What follows belongs to an exercise in optimizing a design on an open flow for small area; a production flow would make more cautious choices.
The RTL was checked by simulation tests, not by an equivalence proof against the original design.

before:
// top_full_design
module top_full_design
    #(
        parameter NB_ADDR = 6,
        parameter NB_DATA = 8
    )
    (
        output [NB_DATA - 1 : 0] o_log_data_from_ram,
        output o_log_ram_full,
        input [2:0] i_enable,
        input [1:0] i_sel,
        input i_reset,
        input clock
    );
==> module g_or4, before the edit <==
module g_or4(input a, input b, input c, input d, output y);  assign y = a | b | c | d; endmodule
==> module g_or3, before the edit <==
module g_or3(input a, input b, input c, output y);  assign y = a | b | c; endmodule
==> module ram_rbit, before the edit <==
module ram_rbit(input [63:0] d, input [63:0] s, output q);
wire [21:0] t;
wire [5:0] u;
wire v;
genvar i;
generate
    for (i = 0; i < 21; i = i + 1) begin : ga
        g_a222oi ua(.a1(s[3*i]), .a2(d[3*i]), .b1(s[3*i+1]), .b2(d[3*i+1]), .c1(s[3*i+2]), .c2(d[3*i+2]), .y(t[i]));
    end
endgenerate
g_nand2 ul(.a(s[63]), .b(d[63]), .y(t[21]));
g_nand4 u0(.a(t[0]),  .b(t[1]),  .c(t[2]),  .d(t[3]),  .y(u[0]));
g_nand4 u1(.a(t[4]),  .b(t[5]),  .c(t[6]),  .d(t[7]),  .y(u[1]));
g_nand4 u2(.a(t[8]),  .b(t[9]),  .c(t[10]), .d(t[11]), .y(u[2]));
g_nand4 u3(.a(t[12]), .b(t[13]), .c(t[14]), .d(t[15]), .y(u[3]));
g_nand4 u4(.a(t[16]), .b(t[17]), .c(t[18]), .d(t[19]), .y(u[4]));
g_nand2 u5(.a(t[20]), .b(t[21]), .y(u[5]));
g_or4   v0(.a(u[0]), .b(u[1]), .c(u[2]), .d(u[3]), .y(v));
g_or3   w0(.a(v), .b(u[4]), .c(u[5]), .y(q));
endmodule
==> flow/config.mk <==
export PLATFORM = sky130hd
export DESIGN_NAME = top_full_design
export DESIGN_NICKNAME = top_full_design
export VERILOG_FILES = /design/flow/design.v
export SDC_FILE = /design/flow/constraint.sdc
export NUM_CORES = 4
export LEC_CHECK = 0
export CAP_MARGIN = 0
export CORE_MARGIN = 2
export CORE_UTILIZATION = 60
export CTS_BUF_LIST = sky130_fd_sc_hd__clkbuf_8
export CTS_CLUSTER_DIAMETER = 60
export CTS_CLUSTER_SIZE = 20
export SLEW_MARGIN = 0
export SYNTH_HIERARCHICAL = 1
export SYNTH_MEMORY_MAX_BITS = 16384
==> flow/constraint.sdc <==
create_clock -name core_clock -period 8.0 [get_ports {clock}]
set_input_delay 1.6000 -clock core_clock [delete_from_list [all_inputs] [get_ports {clock}]]
set_output_delay 1.6000 -clock core_clock [all_outputs]
set_load 0.01 [all_outputs]
standard.sh (not shown) runs the stock make flow with config.mk's settings and CLKGATE_MAP_FILE= SYNTH_SCRIPT=/design/flow/synth_recipe.tcl, a recipe that flattens the netlist after the stock synthesis.
==> flow/flow/run.sh <==
#!/bin/bash
# The standard layout (the standard.sh, unchanged synthesis, floorplan, placement,
# routing), with clock tree synthesis told not to add dummy loads for balancing.
set -euo pipefail
export CTS_ARGS="-sink_clustering_enable -repair_clock_nets -sink_clustering_size 20 -sink_clustering_max_diameter 60 -buf_list sky130_fd_sc_hd__clkbuf_8 -dont_use_dummy_load"
bash standard.sh finish > standard.log 2>&1
### before -> after
--- a/flow/design.v
+++ b/flow/design.v
@@ -4617,11 +4617,10 @@
 module g_nand2(input a, input b, output y);  assign y = ~(a & b); endmodule
 module g_nand3(input a, input b, input c, output y);  assign y = ~(a & b & c); endmodule
 module g_nand4(input a, input b, input c, input d, output y);  assign y = ~(a & b & c & d); endmodule
 module g_nor2(input a, input b, output y);  assign y = ~(a | b); endmodule
+module g_nor4(input a, input b, input c, input d, output y);  assign y = ~(a | b | c | d); endmodule
 module g_inv(input a, output y);  assign y = ~a; endmodule
-module g_or4(input a, input b, input c, input d, output y);  assign y = a | b | c | d; endmodule
-module g_or3(input a, input b, input c, output y);  assign y = a | b | c; endmodule
 module g_a222oi(input a1, input a2, input b1, input b2, input c1, input c2, output y);
     assign y = ~((a1 & a2) | (b1 & b2) | (c1 & c2));
 endmodule
 module ram_rdec(input [5:0] a, output [63:0] s);
@@ -4645,9 +4644,9 @@
 endmodule
 module ram_rbit(input [63:0] d, input [63:0] s, output q);
 wire [21:0] t;
 wire [5:0] u;
-wire v;
+wire [1:0] v;
 genvar i;
 generate
     for (i = 0; i < 21; i = i + 1) begin : ga
         g_a222oi ua(.a1(s[3*i]), .a2(d[3*i]), .b1(s[3*i+1]), .b2(d[3*i+1]), .c1(s[3*i+2]), .c2(d[3*i+2]), .y(t[i]));
@@ -4659,10 +4658,11 @@
 g_nand4 u2(.a(t[8]),  .b(t[9]),  .c(t[10]), .d(t[11]), .y(u[2]));
 g_nand4 u3(.a(t[12]), .b(t[13]), .c(t[14]), .d(t[15]), .y(u[3]));
 g_nand4 u4(.a(t[16]), .b(t[17]), .c(t[18]), .d(t[19]), .y(u[4]));
 g_nand2 u5(.a(t[20]), .b(t[21]), .y(u[5]));
-g_or4   v0(.a(u[0]), .b(u[1]), .c(u[2]), .d(u[3]), .y(v));
-g_or3   w0(.a(v), .b(u[4]), .c(u[5]), .y(q));
+g_nor4  v0(.a(u[0]), .b(u[1]), .c(u[2]), .d(u[3]), .y(v[0]));
+g_nor2  v1(.a(u[4]), .b(u[5]), .y(v[1]));
+g_nand2 w0(.a(v[0]), .b(v[1]), .y(q));
 endmodule
 module top_full_design
     #(
         parameter NB_ADDR = 6,
--- outcome ---
after finished end to end and its layout was clean on timing, DRC and antenna.
[after] layout cell share with drive strength beyond 1 rose 0.37 points relative to before
The launch point of the worst path comes out gen_cnt[0] in one run and gen_cnt[2] in the other, namely in after and before respectively.
On cell count, before and after are basically level.
The minimum clock period in after sits 0.064 ns above the value recorded for before.
From before to after the numbers moved as follows: global-route wire length before repair went down, non-clock buffer count went up.

==> static timing again, ports no longer ideal <==
Ports are ideal in the flow. The routed layouts listed here were re-timed in OpenROAD. Step 1 (the two cells are an assumption about what drives the block):
set clk [get_ports {clock}]
set_driving_cell -lib_cell sky130_fd_sc_hd__clkbuf_16 $clk
set_driving_cell -lib_cell sky130_fd_sc_hd__buf_2 [delete_from_list [all_inputs] $clk]
Step 2 times the ports against the registers' clock, not the clock port: input delays grow and output delays shrink by t, the midpoint of the rising clock arrivals with the driver on. a / b / c = ideal / step 1 / step 2; a / b = the first two.
run | t (ns) | slack for setup (ns) | worst register clock-pin slew, ns | worst data-port slew with drivers (ns)
before | 0.690 | 1.212 / 1.212 / 1.212 | 0.12 / 0.12 | 0.04
after | 0.674 | 1.148 / 1.148 / 1.148 | 0.12 / 0.12 | 0.04
After both steps setup and hold are still met in every run listed.
